Background: an optimization exercise with open tools, aiming at small area. Do not read the settings as production practice. In this exercise RTL edits were held to simulation tests only and were not proved equivalent to the original. Power figures rest on the tool's default switching activity, not on a simulated workload.

==> flow/design.v, too long to show whole: its modules and the start of the top module <==
// module memory_apb2_slave: 35 lines
// module pin_mux: 39 lines
// module io_multiplexer_apb2_slave: 46 lines
// module slave_mux_apb2_slave: 15 lines
// module spi_sequence_detector: 125 lines
// module pulse_selector: 32 lines
// module spi_cs_decoder: 67 lines
// module spi_slave: 131 lines
// module spi_slave_to_apb2_master: 105 lines
// module control_manager: 105 lines
// module clock_divider: 44 lines
// module spi_master: 184 lines
// module spi_master_tester_apb2_slave: 265 lines
// module spi_slave_tester_apb2_slave: 266 lines
// module io_metrics_apb2_slave: 157 lines
// module uart_tx: 115 lines
// module uart_rx: 113 lines
// module uart_tester_apb2_slave: 295 lines
// module i2c_slave: 286 lines
// module i2c_master_tester_apb2_slave: 261 lines
// module timer: 56 lines
// module timer_apb2_slave: 98 lines
// module mbed_tester_peripherals_apb2_slave: 216 lines
// module mbed_tester: 635 lines
module mbed_tester #(
        parameter IO_PHYSICAL = 16,
        parameter IO_LOGICAL_PER_BANK = 8,
        parameter IO_BANKS = 2,
        parameter DIGITAL_ID_COUNT = 3,
        parameter LED_COUNT = 4,
        parameter I2C_COUNT = 3,
        parameter AN_MUX_WIDTH = 8,
        parameter ANALOG_COUNT = 4
    )
    (
        input wire clk,
        input wire rst,
        output wire reset_req,
        output wire reprogram_req,
        input wire [IO_PHYSICAL - 1:0] io_in,
        output wire [IO_PHYSICAL - 1:0] io_val,
        output wire [IO_PHYSICAL - 1:0] io_drive,
        input wire reset_btn_in,
        output wire reset_btn_val,
        output wire reset_btn_drive,
        input wire reprogram_in,
        output wire reprogram_val,
        output wire reprogram_drive,
        input wire [DIGITAL_ID_COUNT - 1:0] digital_id_in,
        output wire [DIGITAL_ID_COUNT - 1:0] digital_id_val,
        output wire [DIGITAL_ID_COUNT - 1:0] digital_id_drive,
        input wire [LED_COUNT - 1:0] leds_in,
        output wire [LED_COUNT - 1:0] leds_val,
        output wire [LED_COUNT - 1:0] leds_drive,
        input wire [3:0] spi_io_in,
        output reg [3:0] spi_io_val,
        output reg [3:0] spi_io_drive,
        input wire spi_clk_in,
        output reg spi_clk_val,
        output reg spi_clk_drive,
        input wire spi_cs_in,
        output reg spi_cs_val,
        output reg spi_cs_drive,
        input wire i2c_reset_in,
        output wire i2c_reset_val,
        output wire i2c_reset_drive,
        input wire [I2C_COUNT - 1:0] i2c_sda_in,
        output reg [I2C_COUNT - 1:0] i2c_sda_val,
        output reg [I2C_COUNT - 1:0] i2c_sda_drive,
        input wire [I2C_COUNT - 1:0] i2c_scl_in,
        output reg [I2C_COUNT - 1:0] i2c_scl_val,
        output reg [I2C_COUNT - 1:0] i2c_scl_drive,
        input wire an_mux_enable_in,
        output wire an_mux_enable_val,
        output wire an_mux_enable_drive,
        input wire an_mux_pwmout_in,
        output reg an_mux_pwmout_val,
        output reg an_mux_pwmout_drive,
        input wire an_mux_analogin_in,
        output wire an_mux_analogin_val,
        output wire an_mux_analogin_drive,
        input wire [AN_MUX_WIDTH - 1:0] an_mux_addr_in,
        output wire [AN_MUX_WIDTH - 1:0] an_mux_addr_val,
        output wire [AN_MUX_WIDTH - 1:0] an_mux_addr_drive,
        input wire [ANALOG_COUNT - 1:0] aninp_in,
        output wire [ANALOG_COUNT - 1:0] aninp_val,
        output wire [ANALOG_COUNT - 1:0] aninp_drive,
        input wire [ANALOG_COUNT - 1:0] aninn_in,
        output wire [ANALOG_COUNT - 1:0] aninn_val,
        output wire [ANALOG_COUNT - 1:0] aninn_drive,
        input wire [11:0] an_mux_analogin_measurement_in,
        input wire [(ANALOG_COUNT * 12) - 1:0] anin_measurements_in,
        input wire an_mux_analogin_updated,
        input wire [ANALOG_COUNT - 1:0] anin_updated,
        output reg sample_adc
    );
  // ...
==> flow/flow/run.sh <==
#!/bin/bash
# Layout flow: the standard flow (standard.sh: ORFS with the standard flow's synthesis,
# floorplan, power grid, placement and routing) with one change at clock tree
# synthesis: the tree is built from clkbuf_4 buffers and without the dummy
# loads TritonCTS adds to balance it. Everything else, synthesis included, is
# the standard flow.
set -euo pipefail
cd "$(dirname "$0")/.."
CTS="-sink_clustering_enable -repair_clock_nets -dont_use_dummy_load -buf_list sky130_fd_sc_hd__clkbuf_4"
bash standard.sh "CTS_ARGS=$CTS" finish > flow_make.log 2>&1
==> flow/standard.sh <==
#!/bin/bash
# synth_recipe.tcl (not shown) runs the flow's synth.tcl, then flattens the netlist and writes it again
# the make line also repeats each setting of config.mk as NAME=value (left out here)
make -C /OpenROAD-flow-scripts/flow DESIGN_CONFIG=/design/flow/config.mk WORK_HOME=/design/flow/orfs CLKGATE_MAP_FILE= SYNTH_SCRIPT=/design/flow/synth_recipe.tcl "${@:-finish}"
==> flow/config.mk <==
export PLATFORM = sky130hd
export DESIGN_NAME = mbed_tester
export DESIGN_NICKNAME = mbed_tester
export VERILOG_FILES = /design/flow/design.v
export SDC_FILE = /design/flow/constraint.sdc
export NUM_CORES = 8
export LEC_CHECK = 0
export CAP_MARGIN = 20
export CORE_MARGIN = 2
export CORE_UTILIZATION = 40
export SLEW_MARGIN = 20
==> flow/constraint.sdc <==
create_clock -name core_clock -period 12.0 [get_ports {clk}]
set_input_delay 2.4000 -clock core_clock [delete_from_list [all_inputs] [get_ports {clk}]]
set_output_delay 2.4000 -clock core_clock [all_outputs]
set_load 0.01 [all_outputs]
==> run summary, run 1 <==
# TYPE chip_impl_metric gauge
chip_impl_info{name="endpoint_kind",value="flop"} 1
chip_impl_info{name="cp_most_frequent_cell",value="sky130_fd_sc_hd__fa_1"} 1
chip_impl_metric{name="synth_top_cell_area_share",unit=""} 0.3769
chip_impl_metric{name="report.final.slew_viol_count",unit=""} 0
chip_impl_info{name="top_layer",value="met5"} 1
chip_impl_metric{name="vias_per_cell",unit=""} 6.257
chip_impl_metric{name="worst_ir_drop_on_vdd",unit="mV"} 0.07742
chip_impl_metric{name="cts.hold.buffers_added",unit=""} 0
chip_impl_info{name="timing.critical_path.from_type",value="flop"} 1
chip_impl_metric{name="clk_path_buf_depth",unit=""} 6
chip_impl_metric{name="clk_latency",unit="ns"} 2.15
chip_impl_metric{name="seq_power",unit="mW"} 31.7
chip_impl_metric{name="multiInputCombCellCount",unit=""} 39828
chip_impl_metric{name="use_met2",unit=""} 0.4632
chip_impl_metric{name="met1Wirelength",unit="mm"} 840.0
chip_impl_metric{name="cts-resized-gates",unit=""} 0
chip_impl_metric{name="cp_depth",unit=""} 33
chip_impl_info{name="grt_busiest_layer",value="met2"} 1
chip_impl_info{name="clockRootBuffer",value="sky130_fd_sc_hd__clkbuf_4"} 1
chip_impl_metric{name="crit_path_max_fanout",unit=""} 4
chip_impl_metric{name="final_design_area_no_fill",unit="sq um"} 525600
chip_impl_metric{name="dpl-instance-area",unit="sq um"} 504900
chip_impl_metric{name="power.leakage",unit="nW"} 209.9
chip_impl_metric{name="num_vias",unit=""} 442398
chip_impl_metric{name="fin_util",unit=""} 0.4329
chip_impl_metric{name="starting_density",unit=""} 0.4006
chip_impl_metric{name="cts_post_setup_buffers_inserted",unit=""} 0
chip_impl_metric{name="route.antenna.remaining_nets",unit=""} 0
chip_impl_metric{name="total_length_of_routed_met2_wires",unit="mm"} 848.0
chip_impl_metric{name="detailedRoute.firstPassIterationCount",unit=""} 14
chip_impl_metric{name="tap_cells",unit=""} 16076
chip_impl_info{name="outcome",value="timing/DRC/antenna clean"} 1
chip_impl_metric{name="maxClockFrequency",unit="MHz"} 88.30
chip_impl_metric{name="finalSetupViolCount",unit=""} 0
chip_impl_metric{name="wl_per_cell",unit="microns"} 29.61
chip_impl_metric{name="yosys.cell_types.count",unit=""} 119
chip_impl_info{name="synth_top_cells_by_area",value="sky130_fd_sc_hd__dfxtp_1, sky130_fd_sc_hd__ha_1, sky130_fd_sc_hd__mux2i_1"} 1
chip_impl_metric{name="nNonClkBuffers",unit=""} 1504
chip_impl_info{name="hold_end",value="control_manager.sout_index[5]"} 1
chip_impl_metric{name="route.detailed.drc",unit=""} 0
chip_impl_metric{name="ys_ff_latch",unit=""} 9444
chip_impl_metric{name="antenna_violations_before_repair",unit=""} 221
chip_impl_metric{name="fin_skew",unit="ns"} 0.2744
chip_impl_metric{name="post-place-cells",unit=""} 67882
chip_impl_metric{name="num-fill-cells",unit=""} 120332
==> run 2, diff against run 1 <==
==> flow/flow/run.sh (replaced) <==
#!/bin/bash
# Layout flow: the standard flow (standard.sh: ORFS with the standard flow's synthesis,
# floorplan, power grid, placement and routing) with one change at clock tree
# synthesis: the tree is built from clkbuf_4 buffers, with sinks clustered
# at most 7 to a leaf buffer within 40 um, and without the dummy
# loads TritonCTS adds to balance it. Everything else, synthesis included, is
# the standard flow.
set -euo pipefail
cd "$(dirname "$0")/.."
CTS="-sink_clustering_enable -repair_clock_nets -dont_use_dummy_load -buf_list sky130_fd_sc_hd__clkbuf_4 -sink_clustering_size 7 -sink_clustering_max_diameter 40"
bash standard.sh "CTS_ARGS=$CTS" finish > flow_make.log 2>&1
==> run 2 against run 1 <==
Compared with the run above: still clean; power shrank 7.6%; sequential power hardly changed; final area decreased by 1.2%; non-clock buffer count grew 1; core utilization fell by 0.54 points; area after synthesis is the same; combinational power is essentially flat; clock power shrank 18%; sequential share of layout area increased by 0.46 points; global-route usage decreased by 0.13 points; count of clock-buffer cells in the layout shrank 876.
==> run summary, run 2 <==
# TYPE chip_impl_metric gauge
chip_impl_metric{name="synth.net_count",unit=""} 58461
chip_impl_metric{name="yosys.cell_types.count",unit=""} 119
chip_impl_metric{name="gp_congestion",unit=""} 1.017
chip_impl_metric{name="grt_remaining_overflow",unit=""} 0
chip_impl_metric{name="post_synth_instance_area",unit="sq um"} 486400
chip_impl_metric{name="route.detailed.drc",unit=""} 0
chip_impl_info{name="hp-class",value="flop to flop"} 1
chip_impl_metric{name="vias_per_cell",unit=""} 6.261
chip_impl_metric{name="yosys_warnings",unit=""} 41
chip_impl_metric{name="share_seq_of_total_power",unit=""} 0.607
chip_impl_info{name="outcome",value="timing/DRC/antenna clean"} 1
chip_impl_info{name="synth_top_family_by_area",value="compound AO/OA/AOI/OAI gates"} 1
chip_impl_metric{name="internal_power",unit="mW"} 38.72
chip_impl_metric{name="synth.mux.area_fraction",unit=""} 0.08152
chip_impl_metric{name="floorplan.io_pins",unit=""} 241
chip_impl_metric{name="chipHeight",unit="mm"} 1.107
chip_impl_metric{name="power_switching",unit="mW"} 13.35
chip_impl_metric{name="gr_util_all_layers",unit=""} 0.3236
chip_impl_metric{name="grt_max_degree",unit=""} 231
chip_impl_metric{name="detailedRoute.firstPassIterationCount",unit=""} 10
chip_impl_metric{name="num_vias",unit=""} 437398
chip_impl_metric{name="htree_levels",unit=""} 7
chip_impl_metric{name="starting_density",unit=""} 0.4006
chip_impl_metric{name="final-seq-area",unit="sq um"} 192100
chip_impl_metric{name="wl_per_cell",unit="microns"} 29.85
chip_impl_metric{name="num-fill-cells",unit=""} 120515
chip_impl_metric{name="clk_path_buf_depth",unit=""} 6
chip_impl_metric{name="combinationalPowerShare",unit=""} 0.028
chip_impl_metric{name="route.antenna.remaining_nets",unit=""} 0
chip_impl_metric{name="global_route_wire_length_before_repair",unit="mm"} 2946
chip_impl_metric{name="synth_seq_area_share",unit=""} 0.3946
chip_impl_metric{name="maxClockFrequency",unit="MHz"} 87.63
chip_impl_info{name="synth_top_cells_by_area",value="sky130_fd_sc_hd__dfxtp_1, sky130_fd_sc_hd__ha_1, sky130_fd_sc_hd__mux2i_1"} 1
chip_impl_metric{name="first_global_vias",unit=""} 399883
chip_impl_info{name="synthTopCellsByCount",value="sky130_fd_sc_hd__dfxtp_1, sky130_fd_sc_hd__nand2_1, sky130_fd_sc_hd__nor2_1, sky130_fd_sc_hd__ha_1, sky130_fd_sc_hd__a21oi_1"} 1
chip_impl_info{name="endpoint_kind",value="flop"} 1
chip_impl_metric{name="fin_skew",unit="ns"} 0.3411
chip_impl_metric{name="synth_xor_area_frac",unit=""} 0.02092
chip_impl_info{name="synth_top_cell_by_area",value="sky130_fd_sc_hd__dfxtp_1"} 1
chip_impl_info{name="postSynth.topFlopCell",value="sky130_fd_sc_hd__dfxtp_1"} 1
chip_impl_metric{name="report.final.slew_viol_count",unit=""} 0
chip_impl_metric{name="switching_share",unit=""} 0.2563
chip_impl_metric{name="sum_of_negative_setup_slack",unit="ns"} 0
chip_impl_info{name="timing.setup.critical_path_class",value="flop to flop"} 1
chip_impl_metric{name="synth-edff-count",unit=""} 286
chip_impl_metric{name="cap_violations",unit=""} 0
chip_impl_metric{name="place.detailed.hpwl",unit="mm"} 1470
chip_impl_metric{name="clk_sinks",unit=""} 9444
chip_impl_metric{name="floorplan.core_area",unit="sq um"} 1214000
chip_impl_metric{name="cts_post_setup_buffers_inserted",unit=""} 0
chip_impl_metric{name="worst_ep_required_time",unit="ns"} 13.92
chip_impl_metric{name="synth_top_cell_area_share",unit=""} 0.3769
chip_impl_metric{name="crit_path_max_fanout",unit=""} 4
chip_impl_metric{name="yosys.area_share.simple",unit=""} 0.1729
chip_impl_metric{name="slowest_delay",unit="ns"} 0.57
chip_impl_metric{name="cts-resized-gates",unit=""} 0
chip_impl_metric{name="place.port_buffers",unit=""} 240
chip_impl_metric{name="final_period_utilization",unit=""} 0.9510
chip_impl_info{name="cp_most_frequent_cell",value="sky130_fd_sc_hd__fa_1"} 1
chip_impl_info{name="tritoncts",value="built"} 1
chip_impl_metric{name="synthesis_to_finish_area_growth",unit="%"} 6.715
chip_impl_metric{name="clk_latency",unit="ns"} 2.22
chip_impl_info{name="layout.cells.most_common",value="sky130_fd_sc_hd__dfxtp_1"} 1
chip_impl_metric{name="max-slew-margin-rel",unit=""} 0.06767
chip_impl_metric{name="max_slew.worst_pin.slew",unit="ns"} 1.388
chip_impl_metric{name="design.final.nets",unit=""} 57497
chip_impl_info{name="post-synth-top-count-cell",value="sky130_fd_sc_hd__dfxtp_1"} 1
chip_impl_metric{name="post_cts_clock_slew_at_the_launch_and_capture_registers_of_the_worst_setup_and_hold_paths",unit="ns"} 0.08
chip_impl_metric{name="initialDrtViolationCount",unit=""} 60762
chip_impl_metric{name="ys_ff_latch",unit=""} 9444
chip_impl_metric{name="chipWidth",unit="mm"} 1.107
chip_impl_metric{name="final_layout_size_suffix_gt1_frac",unit=""} 0.08020
chip_impl_info{name="most-common-layout-cells",value="sky130_fd_sc_hd__dfxtp_1, sky130_fd_sc_hd__nand2_1, sky130_fd_sc_hd__nor2_1"} 1
chip_impl_metric{name="final.min_clock_period",unit="ns"} 11.41
chip_impl_metric{name="synth_area_per_cell",unit="sq um"} 8.912
chip_impl_metric{name="final_hold_viol_count",unit=""} 0
chip_impl_metric{name="final.hold.worst_slack",unit="ns"} 0.3221
chip_impl_metric{name="synth_compound_gate_area_share",unit=""} 0.1844
chip_impl_metric{name="power.leakage",unit="nW"} 205.9
chip_impl_info{name="clockRootBuffer",value="sky130_fd_sc_hd__clkbuf_4"} 1
chip_impl_metric{name="synth-async-reset-ratio",unit=""} 0
chip_impl_metric{name="worst_ir_drop_on_vdd",unit="mV"} 0.07945
chip_impl_metric{name="postRouteWirelength",unit="mm"} 2086
chip_impl_metric{name="antenna_violations_before_repair",unit=""} 239
chip_impl_info{name="grt_setup_unrepaired",value="no"} 1
chip_impl_metric{name="cts.hold.buffers_added",unit=""} 0
chip_impl_metric{name="power.share.clock",unit=""} 0.364
chip_impl_info{name="timing.critical_path.from_type",value="flop"} 1
chip_impl_metric{name="multiInputGateArea",unit="sq um"} 276200
chip_impl_metric{name="cts_made_buffers",unit=""} 1802
chip_impl_metric{name="count_of_standard_cell_rows",unit=""} 405
chip_impl_metric{name="yosys.area_share.adder",unit=""} 0.1025
chip_impl_metric{name="postSynthCellCount",unit=""} 54581
chip_impl_metric{name="finalSetupViolCount",unit=""} 0
chip_impl_metric{name="reg2reg_slack",unit="ns"} 0.59
chip_impl_metric{name="power_density",unit="nW/um^2"} 100.3
chip_impl_info{name="cpMaxStageDelayCell",value="sky130_fd_sc_hd__a211oi_1"} 1
chip_impl_metric{name="die_area",unit="sq um"} 1225000
chip_impl_metric{name="worst-endpoint-arrival",unit="ns"} 13.33
-- run 2: cell types whose count changed in the layout (fill, tap and decap cells not counted), sizes merged --
cell / before / now
buf: 1263 / 1264
clkbuf: 2679 / 1804
dlymetal6s2s: 1 / 0
diode: 142 / 174
-- run 2: cells by family (layout without fill, tap and decap cells) --
kind of cell / Yosys count / after routing
simple gates: 17950 / 17950
flops: 9444 / 9444
xor+xnor: 1162 / 1162
compound gates: 13333 / 13333
buf+inv: 5309 / 4343
other cells: 0 / 174
fa+ha+maj: 3916 / 3916
mux: 3467 / 3467
-- run 2: final cells by class --
cell class	count	share of cell area
clock buffers	1802	0.02606
multi-input cells	39828	0.5322
diodes	174	0.0008388
flip-flops and latches	9444	0.3700
inverters	1036	0.007552
well taps	16076	0.03875
repair buffers	1505	0.02461
-- run 2: per-stage QoR --
stage | setup slack, ns | total power, mW | instances | instance area, sq um | util
2_1_floorplan | 0.7541 | 33.28 | 54581 | 486400 | -
3_3_place_gp | 0.1746 | 33.79 | 67879 | 504800 | 0.4158
3_5_place_dp | 0.2016 | 33.79 | 67882 | 504900 | 0.4158
4_1_cts | 0.7770 | 52.21 | 69684 | 518400 | 0.4270
5_1_grt | 0.2501 | 53.63 | 69733 | 518800 | 0.4273
6_report | 0.5886 | 52.07 | 69865 | 519100 | 0.4275
-- run 2: metal layers --
| metal | track usage | part of all wire | vias up |
|---|---|---|---|
| met2 | 0.4554 | 0.40 | 26214 |
| met3 | 0.1029 | 0.13 | 5921 |
| met4 | 0.1913 | 0.068 | 142 |
| met1 | 0.4317 | 0.40 | 210572 |
| met5 | 0.001119 | 0.00061 | - |
| li1 | - | - | 194549 |
-- run 2: worst paths after layout --
kind                                                  from                             to  cells past startpoint
setup / recovery                                      flop                           flop                     33
hold reg to reg   control_manager.spi_cs_decoder.sindex[5]  control_manager.sout_index[5]                      0
setup reg to reg                                      flop                           flop                     33
hold / removal    control_manager.spi_cs_decoder.sindex[5]  control_manager.sout_index[5]                      0
-- run 2: power by group through the flow --
| stage | combinational (mW) | clock (mW) | sequential, mW |
|---|---|---|---|
| finish | 1.47 | 19.0 | 31.6 |
| global route | 1.56 | 20.4 | 31.6 |
| CTS | 1.44 | 19.2 | 31.6 |
| detailed placement | 1.44 | 0 | 32.4 |
| global placement | 1.44 | 0 | 32.4 |
| floorplan | 0.983 | 0 | 32.3 |
-- run 2: critical path: cells and delay by family, from the launching register on --
kind,cells,cell delay (ns)
compound gates,8,2.16
fa+ha+maj,16,6.63
flops,1,0.35
simple gates,7,1.64
mux,1,0.39
buf+inv,1,0.05
==> module io_metrics_apb2_slave, before the edit <==
module io_metrics_apb2_slave #(
        parameter IO_LOGICAL = 8
    )
    (
        input wire clk,
        input wire rst,
        input wire [IO_LOGICAL - 1:0] logical_in,
        output wire [IO_LOGICAL - 1:0] logical_val,
        output wire [IO_LOGICAL - 1:0] logical_drive,
        input wire [ADDR_BITS - 1:0] PADDR,
        input wire PSEL,
        input wire PENABLE,
        input wire PWRITE,
        input wire [DATA_BITS - 1:0] PWDATA,
        output wire [DATA_BITS - 1:0] PRDATA
    );
    localparam ADDR_BITS = 12;
    localparam DATA_BITS = 8;
    reg active;
    reg local_reset;
    reg [31:0] min_pulse_low[0:IO_LOGICAL - 1];
    reg [31:0] min_pulse_high[0:IO_LOGICAL - 1];
    reg [31:0] max_pulse_low[0:IO_LOGICAL - 1];
    reg [31:0] max_pulse_high[0:IO_LOGICAL - 1];
    reg [31:0] rising_edges[0:IO_LOGICAL - 1];
    reg [31:0] falling_edges[0:IO_LOGICAL - 1];
    reg [31:0] cur_pulse[0:IO_LOGICAL - 1];
    reg [IO_LOGICAL - 1:0] cur_level;
    reg [IO_LOGICAL - 1:0] rising_since_active;
    reg [IO_LOGICAL - 1:0] falling_since_active;
    reg [IO_LOGICAL - 1:0] prev_logical_in;
    wire clear = rst || local_reset;
    function [31:0] inc32(input [31:0] a, input c0);
        integer k;
        reg c;
        begin
            c = c0;
            for (k = 0; k < 32; k = k + 1) begin
                inc32[k] = a[k] ^ c;
                c = c & a[k];
            end
        end
    endfunction
    function lt32(input [31:0] a, input [31:0] b);
        integer k;
        reg l;
        begin
            l = 1'b0;
            for (k = 0; k < 32; k = k + 1) begin
                l = (a[k] ^ b[k]) ? b[k] : l;
            end
            lt32 = l;
        end
    endfunction
    assign logical_val = 0;
    assign logical_drive = 0;
    genvar g;
    generate
        for (g = 0; g < IO_LOGICAL; g = g + 1) begin : pin
            wire in = logical_in[g];
            wire prev = prev_logical_in[g];
            wire lvl = cur_level[g];
            wire [31:0] cnt = cur_pulse[g];
            wire rise = !prev && in;
            wire fall = prev && !in;
            wire [31:0] rising_next = inc32(rising_edges[g], active && rise);
            wire [31:0] falling_next = inc32(falling_edges[g], active && fall);
            wire [31:0] closed = (lvl == prev) ? cnt : 32'd0;
            wire [31:0] min_sel = prev ? min_pulse_high[g] : min_pulse_low[g];
            wire min_lt = lt32(closed, min_sel);
            wire [31:0] max_sel = lvl ? max_pulse_high[g] : max_pulse_low[g];
            wire max_gt = lt32(max_sel, cnt);
            wire [31:0] cnt_next = inc32((!active || lvl == in) ? cnt : 32'd0, active);
            always @(posedge clk) begin
                if (clear) begin
                    min_pulse_low[g] <= 32'hffffffff;
                    min_pulse_high[g] <= 32'hffffffff;
                    max_pulse_low[g] <= 0;
                    max_pulse_high[g] <= 0;
                    rising_edges[g] <= 0;
                    falling_edges[g] <= 0;
                    cur_pulse[g] <= 0;
                    cur_level[g] <= 0;
                    rising_since_active[g] <= 0;
                    falling_since_active[g] <= 0;
                end else begin
                    rising_edges[g] <= rising_next;
                    falling_edges[g] <= falling_next;
                    cur_pulse[g] <= cnt_next;
                end
                if (!clear && active) begin
                    if (rise) begin
                        rising_since_active[g] <= 1;
                        if (falling_since_active[g] && min_lt) begin
                            min_pulse_low[g] <= closed;
                        end
                    end
                    if (fall) begin
                        falling_since_active[g] <= 1;
                        if (rising_since_active[g] && min_lt) begin
                            min_pulse_high[g] <= closed;
                        end
                    end
                    if (max_gt) begin
                        if (lvl) begin
                            max_pulse_high[g] <= cnt;
                        end else begin
                            max_pulse_low[g] <= cnt;
                        end
                    end
                    cur_level[g] <= in;
                end else if (!clear) begin
                    rising_since_active[g] <= 0;
                    falling_since_active[g] <= 0;
                end
            end
        end
    endgenerate
    wire [6:0] addr_bank = PADDR[ADDR_BITS - 1:6];
    wire [3:0] addr_word = PADDR[5:2];
    wire [1:0] addr_byte = PADDR[1:0];
    reg [DATA_BITS - 1:0] rd_byte;
    always @(*) begin: rd_mux
        integer p, b;
        rd_byte = 0;
        for (p = 0; p < IO_LOGICAL; p = p + 1) begin
            for (b = 0; b < 4; b = b + 1) begin
                if (addr_bank == p + 1 && addr_byte == b) begin
                    rd_byte = rd_byte
                        | (min_pulse_low[p][b * 8+:8] & {8{addr_word == 0}})
                        | (min_pulse_high[p][b * 8+:8] & {8{addr_word == 1}})
                        | (max_pulse_low[p][b * 8+:8] & {8{addr_word == 2}})
                        | (max_pulse_high[p][b * 8+:8] & {8{addr_word == 3}})
                        | (rising_edges[p][b * 8+:8] & {8{addr_word == 4}})
                        | (falling_edges[p][b * 8+:8] & {8{addr_word == 5}});
                end
            end
        end
    end
    assign PRDATA = rd_byte | ((PADDR == 0) ? active : 0);
    always @(posedge clk) begin
        if (clear) begin
            active <= 0;
            local_reset <= 0;
            prev_logical_in <= logical_in;
        end else begin
            prev_logical_in <= logical_in;
            if (PSEL) begin
                if (PWRITE && PENABLE) begin
                    if (PADDR == 0) begin
                        {local_reset, active} <= PWDATA[1:0];
                    end
                end
            end
        end
    end
endmodule
==> run 3, diff against run 2 <==
--- a/flow/design.v
+++ b/flow/design.v
@@ -1524,7 +1524,7 @@
             wire fall = prev && !in;
             wire [31:0] rising_next = inc32(rising_edges[g], active && rise);
             wire [31:0] falling_next = inc32(falling_edges[g], active && fall);
-            wire [31:0] closed = (lvl == prev) ? cnt : 32'd0;
+            wire [31:0] closed = cnt;
             wire [31:0] min_sel = prev ? min_pulse_high[g] : min_pulse_low[g];
             wire min_lt = lt32(closed, min_sel);
             wire [31:0] max_sel = lvl ? max_pulse_high[g] : max_pulse_low[g];
==> run 3 against run 2 <==
Compared with the run above: via count down 3.5%; combinational power about the same; count of clock-buffer cells in the layout down 15; still clean on timing, DRC and antenna; die area down 1.8%; register-to-register slack better by 0.04 ns; final cell count down 2.6%; synthesized cell count down 3.0%.
==> run summary, run 3 <==
# TYPE chip_impl_metric gauge
chip_impl_metric{name="max-slew-margin-rel",unit=""} 0.07862
chip_impl_metric{name="initialDrtViolationCount",unit=""} 55080
chip_impl_metric{name="share_seq_of_total_power",unit=""} 0.610
chip_impl_metric{name="detailedRoute.firstPassIterationCount",unit=""} 14
chip_impl_metric{name="final_period_utilization",unit=""} 0.9480
chip_impl_info{name="synth_top_cell_by_area",value="sky130_fd_sc_hd__dfxtp_1"} 1
chip_impl_metric{name="cap_violations",unit=""} 0
chip_impl_metric{name="chipWidth",unit="mm"} 1.097
chip_impl_metric{name="gr_util_all_layers",unit=""} 0.3194
chip_impl_metric{name="postSynthCellCount",unit=""} 52966
chip_impl_metric{name="final_layout_size_suffix_gt1_frac",unit=""} 0.08125
chip_impl_metric{name="combinationalPowerShare",unit=""} 0.028
chip_impl_metric{name="fin_skew",unit="ns"} 0.3178
chip_impl_metric{name="switching_share",unit=""} 0.2539
chip_impl_metric{name="sum_of_negative_setup_slack",unit="ns"} 0
chip_impl_metric{name="grt_max_degree",unit=""} 191
chip_impl_metric{name="post-place-cells",unit=""} 66091
chip_impl_info{name="tritoncts",value="built"} 1
chip_impl_info{name="timing.critical_path.from_type",value="flop"} 1
chip_impl_info{name="most-common-layout-cells",value="sky130_fd_sc_hd__dfxtp_1, sky130_fd_sc_hd__nand2_1, sky130_fd_sc_hd__nor2_1"} 1
chip_impl_metric{name="slowest_delay",unit="ns"} 0.57
chip_impl_metric{name="antenna_violations_before_repair",unit=""} 209
chip_impl_info{name="outcome",value="timing/DRC/antenna clean"} 1
chip_impl_info{name="layout.cells.most_common",value="sky130_fd_sc_hd__dfxtp_1"} 1
chip_impl_info{name="synth_top_cells_by_area",value="sky130_fd_sc_hd__dfxtp_1, sky130_fd_sc_hd__ha_1, sky130_fd_sc_hd__mux2i_1"} 1
chip_impl_metric{name="global_route_wire_length_before_repair",unit="mm"} 2849
chip_impl_info{name="hp-class",value="flop to flop"} 1
chip_impl_metric{name="internal_power",unit="mW"} 38.67
chip_impl_metric{name="synth.net_count",unit=""} 56843
chip_impl_metric{name="report.final.slew_viol_count",unit=""} 0
chip_impl_metric{name="ys_ff_latch",unit=""} 9444
chip_impl_info{name="clockRootBuffer",value="sky130_fd_sc_hd__clkbuf_4"} 1
chip_impl_metric{name="yosys_warnings",unit=""} 41
chip_impl_metric{name="reg2reg_slack",unit="ns"} 0.62
chip_impl_metric{name="synthesis_to_finish_area_growth",unit="%"} 6.795
chip_impl_info{name="cp_most_frequent_cell",value="sky130_fd_sc_hd__fa_1"} 1
chip_impl_info{name="grt_setup_unrepaired",value="no"} 1
chip_impl_metric{name="finalSetupViolCount",unit=""} 0
chip_impl_metric{name="num-fill-cells",unit=""} 118074
chip_impl_metric{name="power.leakage",unit="nW"} 201.2
chip_impl_metric{name="final.min_clock_period",unit="ns"} 11.38
chip_impl_metric{name="floorplan.io_pins",unit=""} 241
chip_impl_info{name="post-synth-top-count-cell",value="sky130_fd_sc_hd__dfxtp_1"} 1
chip_impl_metric{name="clk_sinks",unit=""} 9444
chip_impl_metric{name="post-route-worst-setup-slack",unit="ns"} 0.6239
chip_impl_metric{name="grt_remaining_overflow",unit=""} 0
chip_impl_metric{name="post_cts_clock_slew_at_the_launch_and_capture_registers_of_the_worst_setup_and_hold_paths",unit="ns"} 0.08
chip_impl_metric{name="cts_made_buffers",unit=""} 1787
chip_impl_metric{name="max_slew.worst_pin.slew",unit="ns"} 1.379
chip_impl_metric{name="worst-endpoint-arrival",unit="ns"} 13.34
chip_impl_metric{name="num_vias",unit=""} 422130
chip_impl_metric{name="worst_ep_required_time",unit="ns"} 13.96
chip_impl_metric{name="count_of_standard_cell_rows",unit=""} 401
chip_impl_metric{name="floorplan.core_area",unit="sq um"} 1192000
chip_impl_metric{name="vias_per_cell",unit=""} 6.203
chip_impl_metric{name="synth-async-reset-ratio",unit=""} 0
chip_impl_metric{name="wl_per_cell",unit="microns"} 29.58
chip_impl_metric{name="route.detailed.drc",unit=""} 0
chip_impl_info{name="endpoint_kind",value="flop"} 1
chip_impl_info{name="postSynth.topFlopCell",value="sky130_fd_sc_hd__dfxtp_1"} 1
chip_impl_metric{name="route.antenna.remaining_nets",unit=""} 0
chip_impl_info{name="cpMaxStageDelayCell",value="sky130_fd_sc_hd__a211oi_1"} 1
chip_impl_metric{name="power.share.clock",unit=""} 0.361
chip_impl_metric{name="design.final.nets",unit=""} 55845
chip_impl_metric{name="postRouteWirelength",unit="mm"} 2013
chip_impl_metric{name="synth-edff-count",unit=""} 286
chip_impl_metric{name="clk_latency",unit="ns"} 2.14
chip_impl_metric{name="worst_ir_drop_on_vdd",unit="mV"} 0.07746
chip_impl_metric{name="place.port_buffers",unit=""} 240
chip_impl_metric{name="maxClockFrequency",unit="MHz"} 87.90
chip_impl_metric{name="synth_top_cell_area_share",unit=""} 0.3837
chip_impl_metric{name="htree_levels",unit=""} 7
chip_impl_metric{name="starting_density",unit=""} 0.4010
chip_impl_metric{name="chipHeight",unit="mm"} 1.097
chip_impl_metric{name="synth_area_per_cell",unit="sq um"} 9.021
chip_impl_info{name="synthTopCellsByCount",value="sky130_fd_sc_hd__dfxtp_1, sky130_fd_sc_hd__nand2_1, sky130_fd_sc_hd__nor2_1, sky130_fd_sc_hd__ha_1, sky130_fd_sc_hd__clkbuf_1"} 1
chip_impl_metric{name="place_worst_setup_slack",unit="ns"} 0.2703
chip_impl_metric{name="cts_post_setup_buffers_inserted",unit=""} 0
chip_impl_metric{name="die_area",unit="sq um"} 1203000
chip_impl_metric{name="power_density",unit="nW/um^2"} 101.6
chip_impl_metric{name="clk_path_buf_depth",unit=""} 6
chip_impl_metric{name="post_synth_instance_area",unit="sq um"} 477800
chip_impl_metric{name="timing.reg2reg.worst_path_depth",unit=""} 33
chip_impl_metric{name="yosys.cell_types.count",unit=""} 111
chip_impl_metric{name="gp_congestion",unit=""} 1.025
chip_impl_metric{name="first_global_vias",unit=""} 386316
chip_impl_metric{name="power_switching",unit="mW"} 13.16
chip_impl_info{name="timing.setup.critical_path_class",value="flop to flop"} 1
chip_impl_metric{name="stdcell_count",unit=""} 68053
chip_impl_metric{name="final_hold_viol_count",unit=""} 0
chip_impl_metric{name="synth_seq_area_share",unit=""} 0.4017
chip_impl_metric{name="place.detailed.hpwl",unit="mm"} 1426
chip_impl_metric{name="crit_path_max_fanout",unit=""} 5
==> run 3: changes by cell type after synthesis, sizes merged, moves of 80 or more <==
cell and change:
nor2 -481, a22oi +236, o22ai -187, o211ai -159
mux2i -308, a221oi -132, a21oi -327, nand2 -706
o22a +429, a22o +93, nand3 +282, nor2b -80
a2bb2oi -297
==> run 3: worst max-delay path, delay by kind of cell, from the launching register on <==
kind                       cells  cell delay, ns
AOI/OAI and AO/OA              6            1.99
adders and majority gates     17            7.05
buffers and inverters          2            0.24
DFF                            1            0.46
muxes                          1            0.34
and+or+nand+nor                7            1.19
==> run 3: layout make-up <==
cell class	instances	area, sq um	area share
multi-input cells	38185	267900	0.5250
flip-flops and latches	9444	192100	0.3764
well taps	15918	19920	0.03903
clock buffers	1787	13420	0.02629
repair buffers	1476	12490	0.02447
inverters	1074	4053	0.007942
diodes	169	422.9	0.0008288
==> run 3: cell families after synthesis <==
logic type | synth area share
flip-flops | 0.4017
AND/OR/NAND/NOR | 0.1702
adder cells (fa/ha/maj) | 0.1042
AO/OA/AOI/OAI | 0.1835
buffers and inverters | 0.04344
multiplexers | 0.07629
XOR/XNOR | 0.02073
==> run 3: routing by layer <==
metal  GRT usage  share of wire
met5           0        0.00072
met3     0.07867           0.11
met2      0.4701           0.42
met4      0.2114          0.079
met1      0.4150           0.40
==> run 3: worst min-delay path by stage <==
stage	endpoint	slack [ns]	cells after the start	start
after global routing	flop	0.35	0	flop
final	flop	0.35	0	flop
after floorplan	flop	0.33	0	flop
after CTS	flop	0.35	0	flop
after global placement	control_manager.sout_index[4]	0.34	0	control_manager.spi_cs_decoder.sindex[4]
after detailed placement	control_manager.sout_index[5]	0.34	0	control_manager.spi_cs_decoder.sindex[5]
==> run 3: repair_timing <==
item / CTS / global route
hold buffers: 0 / 0
resized for setup: 0 / 2
setup endpoints to repair: 0 / 8
==> run 3: power groups by stage <==
stage               clock network, mW  logic, mW  registers [mW]
floorplan                           0      0.984            32.3
global placement                    0       1.42            32.4
detailed placement                  0       1.42            32.4
CTS                              19.0       1.42            31.6
global route                     20.2       1.55            31.6
finish                           18.7       1.46            31.6
==> run 3: metrics by stage <==
step | util | instance area (sq um) | power (mW) | hold slack [ns]
after floorplan | - | 477800 | 33.29 | 0.3258
final | 0.4282 | 510300 | 51.82 | 0.3490
after global routing | 0.4279 | 509900 | 53.42 | 0.3474
after CTS | 0.4277 | 509700 | 52.04 | 0.3474
after detailed placement | 0.4165 | 496200 | 33.79 | 0.3373
after global placement | 0.4163 | 496100 | 33.79 | 0.3357

[what the ideal ports hide]
Ports are ideal in the flow. The routed layouts listed here were re-timed in OpenROAD.
Step 1 (the two cells are an assumption about what drives the block):
set clk [get_ports {clk}]
set_driving_cell -lib_cell sky130_fd_sc_hd__clkbuf_16 $clk
set_driving_cell -lib_cell sky130_fd_sc_hd__buf_2 [delete_from_list [all_inputs] $clk]
Step 2 times the ports against the registers' clock, not the clock port: input delays grow and output delays shrink by t, the midpoint of the rising clock arrivals with the driver on.
a / b / c = ideal ports / drivers / drivers and shift; a / b = the first two.
| run | t (ns) | setup WS [ns] | worst data-port slew with drivers (ns) |
|---|---|---|---|
| run 1 | 2.212 | 0.675 / 0.675 / 0.067 | 0.13 |
| run 2 | 2.272 | 0.589 / 0.589 / 0.034 | 0.12 |
| run 3 | 2.178 | 0.624 / 0.624 / 0.144 | 0.19 |
After both steps setup and hold are still met in every run listed. The setup slack of run 1, which loses most, moves by 0.000 ns with the drivers and by -0.608 ns with both steps.
